From an optimization exercise on the open Yosys and OpenROAD flow, aimed at small area, a short achievable clock period and few clock cycles per item; shortcuts taken in it are not production practice.
The RTL was checked by simulation tests, not by an equivalence proof against the original design.
Power figures rest on the tool's default switching activity, not on a simulated workload.

**flow/run.sh**
```bash
#!/bin/bash
# synth_recipe.tcl (not shown) runs the flow's synth.tcl, then flattens the netlist and writes it again
# the make line also repeats each setting of config.mk as NAME=value (left out here)
make -C /OpenROAD-flow-scripts/flow DESIGN_CONFIG=/design/flow/config.mk WORK_HOME=/design/flow/orfs CLKGATE_MAP_FILE= SYNTH_SCRIPT=/design/flow/synth_recipe.tcl finish
```
**flow/design.v**
```verilog
module BCDConvert(
    input           clk,
    input           rst,
    input           en,
    input   [11:0]  bin_d_in,
    output  [15:0]  bcd_d_out,
    output          rdy
    );
    wire [11:0] b = bin_d_in;
    reg         rdy_q;
    reg  [13:0] q;
    wire w1 = ((~b[11] & b[9]) | (b[11] & b[10] & ~b[9]));
    wire w2 = ((b[10] & (~b[11] | b[9])));
    wire w3 = ((b[11] & ~b[10] & ~b[9]));
    wire w4 = ((b[11] & (b[10] | b[9])));
    wire w5 = ((~w3 & ~w2 & b[8]) | (w2 & w1 & ~b[8]) | (w3 & ~b[8]));
    wire w6 = ((w1 & (~w2 | b[8])) | (w3 & ~b[8]));
    wire w7 = ((w2 & ~w1 & ~b[8]) | (w3 & b[8]));
    wire w8 = (w3 | (w2 & (w1 | b[8])));
    wire w9 = ((~w7 & ~w6 & b[7]) | (w6 & w5 & ~b[7]) | (w7 & ~b[7]));
    wire w10 = ((w5 & (~w6 | b[7])) | (w7 & ~b[7]));
    wire w11 = ((w6 & ~w5 & ~b[7]) | (w7 & b[7]));
    wire w12 = (w7 | (w6 & (w5 | b[7])));
    wire w13 = ((~w11 & ~w10 & b[6]) | (w10 & w9 & ~b[6]) | (w11 & ~b[6]));
    wire w14 = ((w9 & (~w10 | b[6])) | (w11 & ~b[6]));
    wire w15 = ((w10 & ~w9 & ~b[6]) | (w11 & b[6]));
    wire w16 = (w11 | (w10 & (w9 | b[6])));
    wire w17 = ((~w4 & w12) | (w4 & w8 & ~w12));
    wire w18 = ((w8 & (~w4 | w12)));
    wire w19 = ((w4 & ~w8 & ~w12));
    wire w20 = ((w4 & (w8 | w12)));
    wire w21 = ((~w15 & ~w14 & b[5]) | (w14 & w13 & ~b[5]) | (w15 & ~b[5]));
    wire w22 = ((w13 & (~w14 | b[5])) | (w15 & ~b[5]));
    wire w23 = ((w14 & ~w13 & ~b[5]) | (w15 & b[5]));
    wire w24 = (w15 | (w14 & (w13 | b[5])));
    wire w25 = ((~w19 & ~w18 & w16) | (w18 & w17 & ~w16) | (w19 & ~w16));
    wire w26 = ((w17 & (~w18 | w16)) | (w19 & ~w16));
    wire w27 = ((w18 & ~w17 & ~w16) | (w19 & w16));
    wire w28 = (w19 | (w18 & (w17 | w16)));
    wire w29 = ((~q[3] & ~q[2] & q[0]) | (q[2] & q[1] & ~q[0]) | (q[3] & ~q[0]));
    wire w30 = ((q[1] & (~q[2] | q[0])) | (q[3] & ~q[0]));
    wire w31 = ((q[2] & ~q[1] & ~q[0]) | (q[3] & q[0]));
    wire w32 = (q[3] | (q[2] & (q[1] | q[0])));
    wire w33 = ((~q[7] & ~q[6] & q[4]) | (q[6] & q[5] & ~q[4]) | (q[7] & ~q[4]));
    wire w34 = ((q[5] & (~q[6] | q[4])) | (q[7] & ~q[4]));
    wire w35 = ((q[6] & ~q[5] & ~q[4]) | (q[7] & q[4]));
    wire w36 = (q[7] | (q[6] & (q[5] | q[4])));
    wire w37 = ((~w31 & ~w30 & q[13]) | (w30 & w29 & ~q[13]) | (w31 & ~q[13]));
    wire w38 = ((w29 & (~w30 | q[13])) | (w31 & ~q[13]));
    wire w39 = ((w30 & ~w29 & ~q[13]) | (w31 & q[13]));
    wire w40 = (w31 | (w30 & (w29 | q[13])));
    wire w41 = ((~w35 & ~w34 & w32) | (w34 & w33 & ~w32) | (w35 & ~w32));
    wire w42 = ((w33 & (~w34 | w32)) | (w35 & ~w32));
    wire w43 = ((w34 & ~w33 & ~w32) | (w35 & w32));
    wire w44 = (w35 | (w34 & (w33 | w32)));
    wire w45 = ((~q[9] & w36) | (q[9] & q[8] & ~w36));
    wire w46 = ((q[8] & (~q[9] | w36)));
    wire w47 = ((q[9] & ~q[8] & ~w36));
    wire w48 = ((q[9] & (q[8] | w36)));
    wire w49 = ((~w39 & ~w38 & q[12]) | (w38 & w37 & ~q[12]) | (w39 & ~q[12]));
    wire w50 = ((w37 & (~w38 | q[12])) | (w39 & ~q[12]));
    wire w51 = ((w38 & ~w37 & ~q[12]) | (w39 & q[12]));
    wire w52 = (w39 | (w38 & (w37 | q[12])));
    wire w53 = ((~w43 & ~w42 & w40) | (w42 & w41 & ~w40) | (w43 & ~w40));
    wire w54 = ((w41 & (~w42 | w40)) | (w43 & ~w40));
    wire w55 = ((w42 & ~w41 & ~w40) | (w43 & w40));
    wire w56 = (w43 | (w42 & (w41 | w40)));
    wire w57 = ((~w47 & ~w46 & w44) | (w46 & w45 & ~w44) | (w47 & ~w44));
    wire w58 = ((w45 & (~w46 | w44)) | (w47 & ~w44));
    wire w59 = ((w46 & ~w45 & ~w44) | (w47 & w44));
    wire w60 = (w47 | (w46 & (w45 | w44)));
    wire w61 = ((~w51 & ~w50 & q[11]) | (w50 & w49 & ~q[11]) | (w51 & ~q[11]));
    wire w62 = ((w49 & (~w50 | q[11])) | (w51 & ~q[11]));
    wire w63 = ((w50 & ~w49 & ~q[11]) | (w51 & q[11]));
    wire w64 = (w51 | (w50 & (w49 | q[11])));
    wire w65 = ((~w55 & ~w54 & w52) | (w54 & w53 & ~w52) | (w55 & ~w52));
    wire w66 = ((w53 & (~w54 | w52)) | (w55 & ~w52));
    wire w67 = ((w54 & ~w53 & ~w52) | (w55 & w52));
    wire w68 = (w55 | (w54 & (w53 | w52)));
    wire w69 = ((~w59 & ~w58 & w56) | (w58 & w57 & ~w56) | (w59 & ~w56));
    wire w70 = ((w57 & (~w58 | w56)) | (w59 & ~w56));
    wire w71 = ((w58 & ~w57 & ~w56) | (w59 & w56));
    wire w72 = (w59 | (w58 & (w57 | w56)));
    always @(posedge clk) begin
        q[0] <= b[4];
        q[1] <= w21;
        q[2] <= w22;
        q[3] <= w23;
        q[4] <= w24;
        q[5] <= w25;
        q[6] <= w26;
        q[7] <= w27;
        q[8] <= w28;
        q[9] <= w20;
        q[10] <= b[0];
        q[11] <= b[1];
        q[12] <= b[2];
        q[13] <= b[3];
        rdy_q <= en & ~rst;
    end
    assign bcd_d_out = {1'b0, w48, w60, w72, w71, w70, w69, w68, w67, w66, w65, w64, w63, w62, w61, q[10]};
    assign rdy = rdy_q;
endmodule
```
**flow/constraint.sdc**
```tcl
create_clock -name core_clock -period 5.0 [get_ports {clk}]
set_input_delay 1.0000 -clock core_clock [delete_from_list [all_inputs] [get_ports {clk}]]
set_output_delay 1.0000 -clock core_clock [all_outputs]
set_load 0.01 [all_outputs]
```
**flow/config.mk**
```make
export PLATFORM = sky130hd
export DESIGN_NAME = BCDConvert
export DESIGN_NICKNAME = BCDConvert
export VERILOG_FILES = /design/flow/design.v
export SDC_FILE = /design/flow/constraint.sdc
export NUM_CORES = 4
export LEC_CHECK = 0
export CAP_MARGIN = 20
export CORE_MARGIN = 2
export CORE_UTILIZATION = 40
export SLEW_MARGIN = 20
```
==> results.cfg, run 1 <==
[critical_path]
cp.required_ns = 4.00
max_stage_delay_ns = 0.75
cp_data_arrival_time_ns = 3.27
crit_slowest_cell = dfxtp_1
crit_chain = o21ai_1, and2_1, a2111oi_4, nor3_2, or4_1, o2111ai_1, o21a_1, clkdlybuf4s50_1
path_buf_inv = 1
start_kind = flop
worstSetupPathType = flop to output pin
critPathLaunch = q[2]$_DFF_P_
path_delay_family = simple AND/OR/NAND/NOR gates
path_max_fanout = 23
crit_path_end_kind = output pin

[logic_synthesis]
async_reset_ff_share_pct = 0
syn_avg_cell_area_um2 = 6.65
synth_area_um2 = 2410
synth.top_cells.by_area = dfxtp_1 12%, o21ai_0 7.3%, buf_4 5.9%
synth_area_leader_cell = dfxtp_1
yosysSeqAreaShare_pct = 12.4
synth_top_area_share_pct = 12.4
synth.distinct_cells = 70
synth.most_common_cell = nor2_1
syn_inst = 363
yosys-top-cells-count = 36 x nor2_1, 35 x o21ai_0, 27 x a21oi_1, 23 x nand2_1, 19 x buf_4
synth_edf_count = 0
syn_nets = 378
ys_ff_latch = 15
synth_warnings = 1
synth_flop_cell = dfxtp_1

[route]
antenna_left = 0
drc_errors = 0
initialDrtViolationCount = 220
drt-vias-per-instance = 5.94
wirelength_met1_um = 2780
wire_per_inst_um = 13.6
met3WireLength_um = 163
routed-wl-met2_um = 2770
top_layer = met4
drtPass1Iterations = 4
num_vias = 2525
drt-total-wl_um = 5760

[floorplan]
core_area_um2 = 5890
dieArea_um2 = 6670
die_h_um = 81.7
num_rows = 28
initial_core_util_pct = 41.0
pin_count = 32
die_w_um = 81.7

[power]
power.total_uw = 729
power_leakage_nw = 0.892
p_per_area_nw_per_um2 = 281
ir_drop_mv = 0.137

[cells_and_area]
drive_above_1_share_pct = 6.00
syn_to_final_growth_pct = 7.41
num-fill-cells = 616
final_cells = 425
fin_nets = 366
final_area_um2 = 2590
diodes = 0

[sta]
min_period_ns = 4.27
fmaxAchievable_mhz = 234
finalCritPeriodShare_pct = 85.3
rsz0062_at_grt = false
worst_slew_pin_slew_ns = 0.958
finalSetupViolCount = 0
tns_ns = 0
relSlewSlack_pct = 36.1
drv_slew = 0
hold_viol_final = 0

[grt]
grt_max_degree = 24
antenna_found_initial = 0
track_usage_pct = 17.5
first_global_vias = 2162
grt_pass1_wl_um = 9770
gr-total-overflow = 0

[clock_network]
cts_buffers = 3
htree_levels = 1
cts_root_buffer = clkbuf_8
clkSlewWorstSetupHoldPaths_ns = 0.06
cts_tree = done
holdBufCountCts = 0
ctsResizeCount = 0
cts_buffer_depth = 2
post-cts-setup-buffers = 0
cts.sinks = 15

[placement]
place_inst = 421
place_congestion = 0.879
io_buffers = 30
dpl.hpwl_um = 4000
dpl_cell_area_um2 = 2550

[run]
cap_violations = 0

[hold_path]
min_from = bin_d_in[4]
hp-class = primary input to flop

[outcome]
outcome = complete, no violations
## per-stage QoR
stage | util [%] | hold WS [ns] | worst slack (ns)
floorplan | - | 1.03 | 2.04
global placement | 43.3 | 1.45 | 1.06
detailed placement | 43.3 | 1.46 | 1.02
CTS | 44.0 | 1.20 | 0.741
global route | 44.0 | 1.19 | 0.514
finish | 44.0 | 1.20 | 0.733
## area by class of cell
class / count / area [um^2] / area share (%)
Inverter: 12 / 45.0 / 1.74
Sequential cell: 15 / 300 / 11.6
Tap cell: 75 / 93.8 / 3.62
Multi-Input combinational cell: 287 / 1790 / 69.1
Timing Repair Buffer: 32 / 315 / 12.2
Clock buffer: 3 / 41.3 / 1.59
Clock inverter: 1 / 5.00 / 0.193
## sequential cells by signal, summed over array words and instances, names as in the netlist
signal and cells:
q 14, rdy_q 1
## kinds of logic after synthesis
| logic type | count (synthesis) | synth area share, % |
|---|---|---|
| XOR/XNOR | 6 | 2.18 |
| AND/OR/NAND/NOR | 135 | 29.9 |
| AO/OA/AOI/OAI | 137 | 38.6 |
| multiplexers | 5 | 2.13 |
| adder cells (fa/ha/maj) | 3 | 1.24 |
| buffers and inverters | 61 | 13.3 |
| other | 1 | 0.155 |
| flip-flops | 15 | 12.4 |
## cells in the final DEF, fill, tap and decap left out, types with 9 or more instances in the layout
cell type        synthesis  final
inv_1                    9      9
nor3_1                  13     13
dfxtp_1                 15     15
nand2_1                 23     23
nor2b_1                 10     10
a21oi_1                 27     27
nor2_1                  36     36
o21ai_0                 35     35
clkdlybuf4s50_1          0     30
## power breakdown
group	switching [mW]	internal, mW
logic	0.251	0.214
clock network	0.0374	0.0549
registers	0.0404	0.131
total	0.329	0.400
## worst paths after layout
kind | slack [ns] | cells past startpoint | to
min | 1.20 | 1 | q[0]$_DFF_P_
max | 0.73 | 8 | bcd_d_out[9]
## metal layers
metal	GRT usage (%)	up-vias
met4	4.17	0
met1	23.8	1163
met5	0	-
li1	-	1315
met3	1.54	5
met2	29.9	42
Testbench counts, summed over its fixed seeds: cycles 3,200, items 1,600.
==> run 2: changes to the inputs <==
--- a/flow/config.mk
+++ b/flow/config.mk
@@ -5,6 +5,7 @@
 export SDC_FILE = /design/flow/constraint.sdc
 export NUM_CORES = 4
 export LEC_CHECK = 0
+export ABC_AREA = 1
 export CAP_MARGIN = 20
 export CORE_MARGIN = 2
 export CORE_UTILIZATION = 40
==> results.cfg, run 2 <==
[run]
cap_violations = 0

[logic_synthesis]
synth_flop_cell = dfxtp_1
synth_top_area_share_pct = 24.1
synth_warnings = 1
syn_nets = 306
synth_edf_count = 0
syn_inst = 291
synth.most_common_cell = nand2_1
synth_area_um2 = 1570
yosys-top-cells-count = 101 x nand2_1, 43 x nand3_1, 42 x inv_1, 16 x buf_4
synth.distinct_cells = 22
async_reset_ff_share_pct = 0
synth.top_cells.by_area = nand2_1 24%, dfxtp_1 19%, nand3_1 14%
yosysSeqAreaShare_pct = 19.1
syn_avg_cell_area_um2 = 5.40
synth_area_leader_cell = nand2_1
ys_ff_latch = 15

[critical_path]
start_kind = flop
worstSetupPathType = flop to output pin
crit_path_end_kind = output pin
cp.required_ns = 4.00
critPathLaunch = q[4]$_DFF_P_
cp_data_arrival_time_ns = 2.27
path_max_fanout = 6

[cells_and_area]
diodes = 0
drive_above_1_share_pct = 7.77
largest_reg_flops = 14
fin_nets = 325
final_area_um2 = 1860
final_cell_mix = 101 x nand2_1, 43 x nand3_1, 42 x inv_1, 30 x clkdlybuf4s50_1
syn_to_final_growth_pct = 18.1
mostFrequentLayoutCell = nand2_1
largest-register = q
reg.largest.list = q (14), rdy_q (1)
utilization_pct = 50.0

[route]
drtPass1Iterations = 4
wire_per_inst_um = 7.93
drt-vias-per-instance = 4.73
initialDrtViolationCount = 58
antenna_left = 0
drc_errors = 0
num_vias = 1687
drt-total-wl_um = 2830

[floorplan]
die_h_um = 66.7
pin_count = 32
initial_core_util_pct = 42.3
dieArea_um2 = 4450
die_w_um = 66.7
core_area_um2 = 3720
num_rows = 22

[power]
p_per_area_nw_per_um2 = 366
power_leakage_nw = 0.994
p_sw_uw = 290
internal_power_uw = 390
pwr-share-seq_pct = 21.6
clkPwrFrac_pct = 13.6
p_sw_share_pct = 42.6
power.total_uw = 680
ir_drop_mv = 0.178
pwr-share-comb_pct = 64.8

[clock_network]
holdBufCountCts = 0
ctsResizeCount = 0
cts.sinks = 15
cts_buffers = 3
clkSlewWorstSetupHoldPaths_ns = 0.06
cts_buffer_depth = 2
post-cts-setup-buffers = 0
cts_root_buffer = clkbuf_8
htree_levels = 1
cts_tree = done

[grt]
grt_pass1_wl_um = 5270
track_usage_pct = 14.2
grt_max_degree = 9
antenna_found_initial = 0
first_global_vias = 1425
gr-total-overflow = 0

[sta]
finalCritPeriodShare_pct = 65.4
finalSetupViolCount = 0
rsz0062_at_grt = false
min_period_ns = 3.27
tns_ns = 0
fmaxAchievable_mhz = 306
hold_viol_final = 0
drv_slew = 0

[hold_path]
holdPathStages = 1
whs_endpoint = q[10]$_DFF_P_
min_from = bin_d_in[0]
hp-class = primary input to flop

[placement]
place_congestion = 0.838
dpl_cell_area_um2 = 1810
io_buffers = 30
dpl.hpwl_um = 2430

[outcome]
outcome = complete, no violations
## run 2: cell count changes after synthesis, sizes merged, moves of 14 or more
cell and change:
nor3 -14, inv +36, nor2 -21, buf -21
a21oi -21, nand3 +35, nand2 +85, o21ai -19
## run 2: power groups by stage
stage          clock, mW  combinational, mW  sequential [mW]
6_report          0.0922              0.441            0.147
5_1_grt            0.103              0.505            0.150
4_1_cts           0.0965              0.445            0.147
3_5_place_dp           0              0.444            0.150
3_3_place_gp           0              0.444            0.149
2_1_floorplan          0              0.361            0.147
## run 2: logic make-up after synthesis
kind of cell           after synthesis  share of synthesized area, %
buffers and inverters               64                          19.1
other                                1                         0.238
and+or+nand+nor                    177                          48.7
AOI/OAI and AO/OA                   34                          12.9
DFF                                 15                          19.1
## run 2: layout make-up
type	count	area, um^2
Clock buffer	4	45.0
Fill cell	395	1860
Inverter	48	180
Multi-Input combinational cell	212	972
Sequential cell	15	300
Tap cell	48	60.1
Timing Repair Buffer	30	300
## run 2: worst max path at each step
stage / end / slack, ns / depth (start not counted)
after global routing: bcd_d_out[3] / 1.40 / 9
final: bcd_d_out[11] / 1.73 / 11
after detailed placement: bcd_d_out[11] / 1.95 / 11
after global placement: bcd_d_out[11] / 1.95 / 11
after CTS: bcd_d_out[11] / 1.69 / 11
after floorplan: bcd_d_out[12] / 2.53 / 12
## run 2: worst max-delay path: stages, from the launching register on
cell and delay (ns):
dfxtp_1 0.36, inv_2 0.07, nand2_1 0.08, nand3_1 0.15
o21ai_0 0.17, nand2_1 0.13, nor2_2 0.16, nand2_1 0.06
nand2_1 0.10, inv_1 0.06, o22ai_1 0.15, clkdlybuf4s50_1 0.55
## run 2: routing by layer
layer	GRT usage (%)	vias to the layer above	routed length [um]
met1	17.8	716	1420
met4	2.30	0	15
met2	26.4	22	1330
li1	-	946	-
met5	0	-	0
met3	1.52	3	60
## run 2: through the flow
| step | setup slack (ns) | hold slack [ns] | instances |
|---|---|---|---|
| global route | 1.40 | 1.19 | 357 |
| floorplan | 2.53 | 1.03 | 291 |
| detailed placement | 1.95 | 1.45 | 353 |
| global placement | 1.95 | 1.45 | 353 |
| finish | 1.73 | 1.20 | 357 |
| CTS | 1.69 | 1.19 | 357 |
==> run 3: changes to the inputs <==
==> flow/flow/run.sh (new file) <==
#!/bin/bash
# Standard synthesis and layout; the only change is that the port buffers
# are the platform's smallest buffer (buf_1) instead of the default choice.
set -euo pipefail
bash standard.sh synth > synth.log 2>&1
bash standard.sh "BUFFER_PORTS_ARGS=-buffer_cell sky130_fd_sc_hd__buf_1" finish > layout.log 2>&1
==> flow/standard.sh (new file) <==
#!/bin/bash
# synth_recipe.tcl (not shown) runs the flow's synth.tcl, then flattens the netlist and writes it again
# the make line also repeats each setting of config.mk as NAME=value (left out here)
make -C /OpenROAD-flow-scripts/flow DESIGN_CONFIG=/design/flow/config.mk WORK_HOME=/design/flow/orfs CLKGATE_MAP_FILE= SYNTH_SCRIPT=/design/flow/synth_recipe.tcl "${@:-finish}"
removed: flow/run.sh
==> results.cfg, run 3 <==
[critical_path]
crit_top_cell = nand2_1
cp_data_arrival_time_ns = 1.92
cp.required_ns = 4.00
worstSetupPathType = flop to output pin
path_max_fanout = 6
start_kind = flop
crit_path_end_kind = output pin
crit_slowest_cell = dfxtp_1
critPathLaunch = q[4]$_DFF_P_
max_stage_delay_ns = 0.36
crit_chain = inv_2, nand2_1, nand3_1, o21ai_0, nand2_1, nor2_2, nand2_1, nand2_1, inv_1, o22ai_1, buf_1

[placement]
dpl.hpwl_um = 2330
place_congestion = 0.834
io_buffers = 30

[grt]
first_global_vias = 1358
gr-total-overflow = 0
grt_max_degree = 10
grt_pass1_wl_um = 4930
antenna_found_initial = 0
track_usage_pct = 13.4

[power]
p_sw_uw = 289
clkPwrFrac_pct = 15.3
pwr-share-seq_pct = 24.4
p_per_area_nw_per_um2 = 361
pwr-share-comb_pct = 60.4
ir_drop_mv = 0.136
power_leakage_nw = 0.917
internal_power_uw = 314
power.total_uw = 603
p_sw_share_pct = 48.0

[route]
antenna_left = 0
drc_errors = 0
drt-vias-per-instance = 4.66
drt-total-wl_um = 2710
drtPass1Iterations = 4
initialDrtViolationCount = 52
num_vias = 1665
wire_per_inst_um = 7.59

[cells_and_area]
final_cell_mix = 101 x nand2_1, 43 x nand3_1, 42 x inv_1, 30 x buf_1
fin_nets = 325
diodes = 0
drive_above_1_share_pct = 8.09
largest_reg_flops = 14
mostFrequentLayoutCell = nand2_1
num-fill-cells = 425
largest-register = q
multi_input_area_um2 = 972
reg.largest.list = q (14), rdy_q (1)
syn_to_final_growth_pct = 6.28
seq_area_um2 = 300
utilization_pct = 45.0

[run]
cap_violations = 0

[clock_network]
post-cts-setup-buffers = 0
cts_tree = done
ctsResizeCount = 0
clkSlewWorstSetupHoldPaths_ns = 0.06
cts_buffer_depth = 2
holdBufCountCts = 0
htree_levels = 1
cts_buffers = 3
cts_root_buffer = clkbuf_8
cts.sinks = 15

[floorplan]
dieArea_um2 = 4450
initial_core_util_pct = 42.3
pin_count = 32
die_h_um = 66.7
num_rows = 22
core_area_um2 = 3720
die_w_um = 66.7

[sta]
min_period_ns = 2.92
fmaxAchievable_mhz = 343
finalSetupViolCount = 0
hold_viol_final = 0
finalCritPeriodShare_pct = 58.3
tns_ns = 0
drv_slew = 0
rsz0062_at_grt = false

[logic_synthesis]
yosysSeqAreaShare_pct = 19.1
synth_warnings = 1
synth_edf_count = 0
synth.distinct_cells = 22
synth_area_um2 = 1570
syn_nets = 306
yosys-top-cells-count = 101 x nand2_1, 43 x nand3_1, 42 x inv_1, 16 x buf_4
async_reset_ff_share_pct = 0
synth_top_area_share_pct = 24.1
synth.top_cells.by_area = nand2_1 24%, dfxtp_1 19%, nand3_1 14%
synthMuxAreaShare_pct = 0
synthXorXnorAreaFrac_pct = 0
syn_avg_cell_area_um2 = 5.40
yosys.area_share.simple_pct = 48.7
syn_inst = 291
synth_top_family_by_area = simple AND/OR/NAND/NOR gates
synth-adder-area-share_pct = 0
ys_ff_latch = 15
synth_area_leader_cell = nand2_1
synth_flop_cell = dfxtp_1
synth.most_common_cell = nand2_1
synth-compound-area-share_pct = 12.9

[hold_path]
hp-class = primary input to flop
min_from = bin_d_in[0]
holdPathStages = 1

[outcome]
outcome = complete, no violations
-- run 3: cell counts after synthesis --
No cell type changed its count.
-- run 3: metrics by stage --
step / cells / hold slack, ns / setup slack [ns] / instance area (um^2)
2_1_floorplan: 291 / 1.03 / 2.53 / 1570
3_3_place_gp: 353 / 1.09 / 2.35 / 1630
3_5_place_dp: 353 / 1.10 / 2.34 / 1630
4_1_cts: 357 / 0.837 / 2.07 / 1670
5_1_grt: 357 / 0.831 / 1.83 / 1670
6_report: 357 / 0.848 / 2.08 / 1670
-- run 3: power by group through the flow --
stage | Clock, mW | Sequential (mW) | Combinational (mW)
final | 0.0920 | 0.147 | 0.364
after global routing | 0.102 | 0.150 | 0.425
after CTS | 0.0984 | 0.147 | 0.368
after detailed placement | 0 | 0.149 | 0.367
after global placement | 0 | 0.150 | 0.365
after floorplan | 0 | 0.147 | 0.361
-- run 3: final cells by class --
class	count	share of cell area, %
well taps	48	3.59
multi-input cells	212	58.2
clock buffers	3	2.47
flip-flops and latches	15	18.0
repair buffers	30	6.74
clock inverters	1	0.299
inverters	48	10.8
-- run 3: worst paths after layout --
check / to / slack (ns)
worst max-delay path: bcd_d_out[11] / 2.08
worst min-delay path: q[10]$_DFF_P_ / 0.85
-- run 3: cell families after synthesis --
kind of cell           count (synthesis)
other                                  1
buffers and inverters                 64
flip-flops                            15
AO/OA/AOI/OAI                         34
AND/OR/NAND/NOR                      177
-- run 3: routing by layer --
metal | up-vias | track usage [%] | wire [um]
met5 | - | 0 | 0
met4 | 0 | 3.83 | 17
li1 | 949 | - | -
met1 | 690 | 16.8 | 1400
met2 | 24 | 24.0 | 1210
met3 | 2 | 1.52 | 83
-- run 3: critical path, delay by kind of cell, from the launching register on --
family,cells,cell delay (ns)
buffers and inverters,3,0.30
flip-flops,1,0.36
AO/OA/AOI/OAI,2,0.33
AND/OR/NAND/NOR,6,0.69
==> run 4: changes to the inputs <==
--- a/flow/config.mk
+++ b/flow/config.mk
@@ -9,4 +9,6 @@
 export CAP_MARGIN = 20
 export CORE_MARGIN = 2
 export CORE_UTILIZATION = 40
+export CTS_BUF_LIST = sky130_fd_sc_hd__clkbuf_4
+export CTS_CLUSTER_SIZE = 30
 export SLEW_MARGIN = 20
==> results.cfg, run 4 <==
[outcome]
outcome = complete, no violations

[logic_synthesis]
synth_area_um2 = 1570
synth.top_cells.by_area = nand2_1 24%, dfxtp_1 19%, nand3_1 14%
yosys-top-cells-count = 101 x nand2_1, 43 x nand3_1, 42 x inv_1, 16 x buf_4
ys_ff_latch = 15
async_reset_ff_share_pct = 0
synth_area_leader_cell = nand2_1
synth.distinct_cells = 22
synth_top_area_share_pct = 24.1
syn_nets = 306
synth_flop_cell = dfxtp_1
yosysSeqAreaShare_pct = 19.1
syn_inst = 291
syn_avg_cell_area_um2 = 5.40
synth_edf_count = 0
synth_warnings = 1
synth.most_common_cell = nand2_1

[cells_and_area]
reg.largest.list = q (14), rdy_q (1)
syn_to_final_growth_pct = 5.09
num-fill-cells = 424
fin_nets = 325
drive_above_1_share_pct = 8.09
diodes = 0
mostFrequentLayoutCell = nand2_1
largest-register = q
final_cell_mix = 101 x nand2_1, 43 x nand3_1, 42 x inv_1, 30 x buf_1
multi_input_area_um2 = 972
utilization_pct = 44.5
largest_reg_flops = 14
seq_area_um2 = 300

[critical_path]
path_max_fanout = 6
cp_data_arrival_time_ns = 1.97
crit_path_end_kind = output pin
worstSetupPathType = flop to output pin
start_kind = flop
cp.required_ns = 4.00

[clock_network]
cts_tree = done
htree_levels = 1
holdBufCountCts = 0
ctsResizeCount = 0
cts.sinks = 15
cts_buffer_depth = 2
cts_buffers = 3
cts_root_buffer = clkbuf_4
post-cts-setup-buffers = 0
clkSlewWorstSetupHoldPaths_ns = 0.09

[run]
cap_violations = 0

[route]
drtPass1Iterations = 4
initialDrtViolationCount = 51
drt-vias-per-instance = 4.66
antenna_left = 0
drt-total-wl_um = 2720
num_vias = 1662
drc_errors = 0
wire_per_inst_um = 7.62

[sta]
rsz0062_at_grt = false
fmaxAchievable_mhz = 337
finalSetupViolCount = 0
finalCritPeriodShare_pct = 59.3
hold_viol_final = 0
tns_ns = 0
drv_slew = 0
min_period_ns = 2.97

[floorplan]
core_area_um2 = 3720
initial_core_util_pct = 42.3
pin_count = 32
num_rows = 22
die_h_um = 66.7
die_w_um = 66.7
dieArea_um2 = 4450

[grt]
gr-total-overflow = 0
first_global_vias = 1365
grt_max_degree = 10
grt_pass1_wl_um = 4940
antenna_found_initial = 0
track_usage_pct = 13.4

[power]
ir_drop_mv = 0.121
power_leakage_nw = 0.910
p_per_area_nw_per_um2 = 348

[placement]
place_congestion = 0.834
dpl.hpwl_um = 2330
io_buffers = 30

[hold_path]
hp-class = primary input to flop
## run 4: cell types whose count changed in the layout (fill, tap and decap cells not counted)
cell	change
clkbuf_8	-3
clkbuf_4	+3
## run 4: per-layer routing
layer / share of wire, % / up-vias / track usage, % / routed length [um]
met3: 2.9 / 2 / 1.52 / 78
met5: 0 / - / 0 / 0
met2: 45 / 23 / 24.0 / 1210
met1: 52 / 686 / 16.8 / 1410
li1: - / 951 / - / -
met4: 0.63 / 0 / 3.83 / 17
## run 4: report_power, final
group	internal (mW)	switching, mW	leakage [nW]	total (mW)
clock network	0.0296	0.0347	0.0177	0.0643
registers	0.134	0.0124	0.126	0.147
logic	0.124	0.240	0.766	0.364
## run 4: cell type report
type	count	share of cell area, %
well taps	48	3.63
flip-flops and latches	15	18.2
clock buffers	3	1.36
multi-input cells	212	58.8
repair buffers	30	6.81
inverters	48	10.9
clock inverters	1	0.303
## run 4: kinds of logic (layout without fill, tap and decap cells)
kind of cell	Yosys count	after routing	synth area share (%)
flops	15	15	19.1
buf+inv	64	82	19.1
other cells	1	1	0.238
compound gates	34	34	12.9
simple gates	177	177	48.7
## run 4: metrics by stage
stage          cell area (um^2)  power [mW]  instances  worst slack (ns)  hold slack [ns]
6_report                   1650       0.575        357              2.03            0.811
5_1_grt                    1650       0.649        357              1.78            0.779
4_1_cts                    1650       0.584        357              2.02            0.794
3_5_place_dp               1630       0.516        353              2.34             1.10
3_3_place_gp               1630       0.515        353              2.35             1.09
2_1_floorplan              1570       0.508        291              2.53             1.03
## run 4: path summary, 6_finish.rpt
path	start	endpoint	slack (ns)	depth (start not counted)
setup / recovery	q[4]$_DFF_P_	bcd_d_out[11]	2.03	11
hold / removal	bin_d_in[0]	q[10]$_DFF_P_	0.81	1
## run 4: worst max-delay path, stage by stage, from the launching register on
cell and delay, ns:
dfxtp_1 0.38, inv_2 0.08, nand2_1 0.08, nand3_1 0.15, o21ai_0 0.18, nand2_1 0.13, nor2_2 0.16, nand2_1 0.07
nand2_1 0.10, inv_1 0.06, o22ai_1 0.15, buf_1 0.16

separate check: timing with driven ports:
The flow's constraints put no driver on any port. The routed layouts listed below were extracted and timed again, unchanged, in two steps.
Step 1 assumes that a clkbuf_16 drives the clock port and a buf_2 every other input.
Step 2, shift: input delay + t, output delay - t, t = (earliest + latest rising clock arrival at the registers) / 2. This alone moves slack from input paths to output paths.
a / b / c = ideal / step 1 / step 2; a / b = the first two.
| run | t (ns) | slack for setup (ns) | worst setup path at the end | latest minus earliest clock arrival (ns) |
|---|---|---|---|---|
| run 1 | 0.263 | 0.733 / 0.708 / 0.971 | register to output | 0.005 / 0.004 |
| run 2 | 0.256 | 1.728 / 1.710 / 1.965 | register to output | 0.004 / 0.005 |
| run 3 | 0.260 | 2.084 / 2.061 / 2.320 | register to output | 0.005 / 0.005 |
| run 4 | 0.289 | 2.034 / 2.014 / 2.303 | register to output | 0.007 / 0.007 |
After both steps every run listed still meets setup and hold.
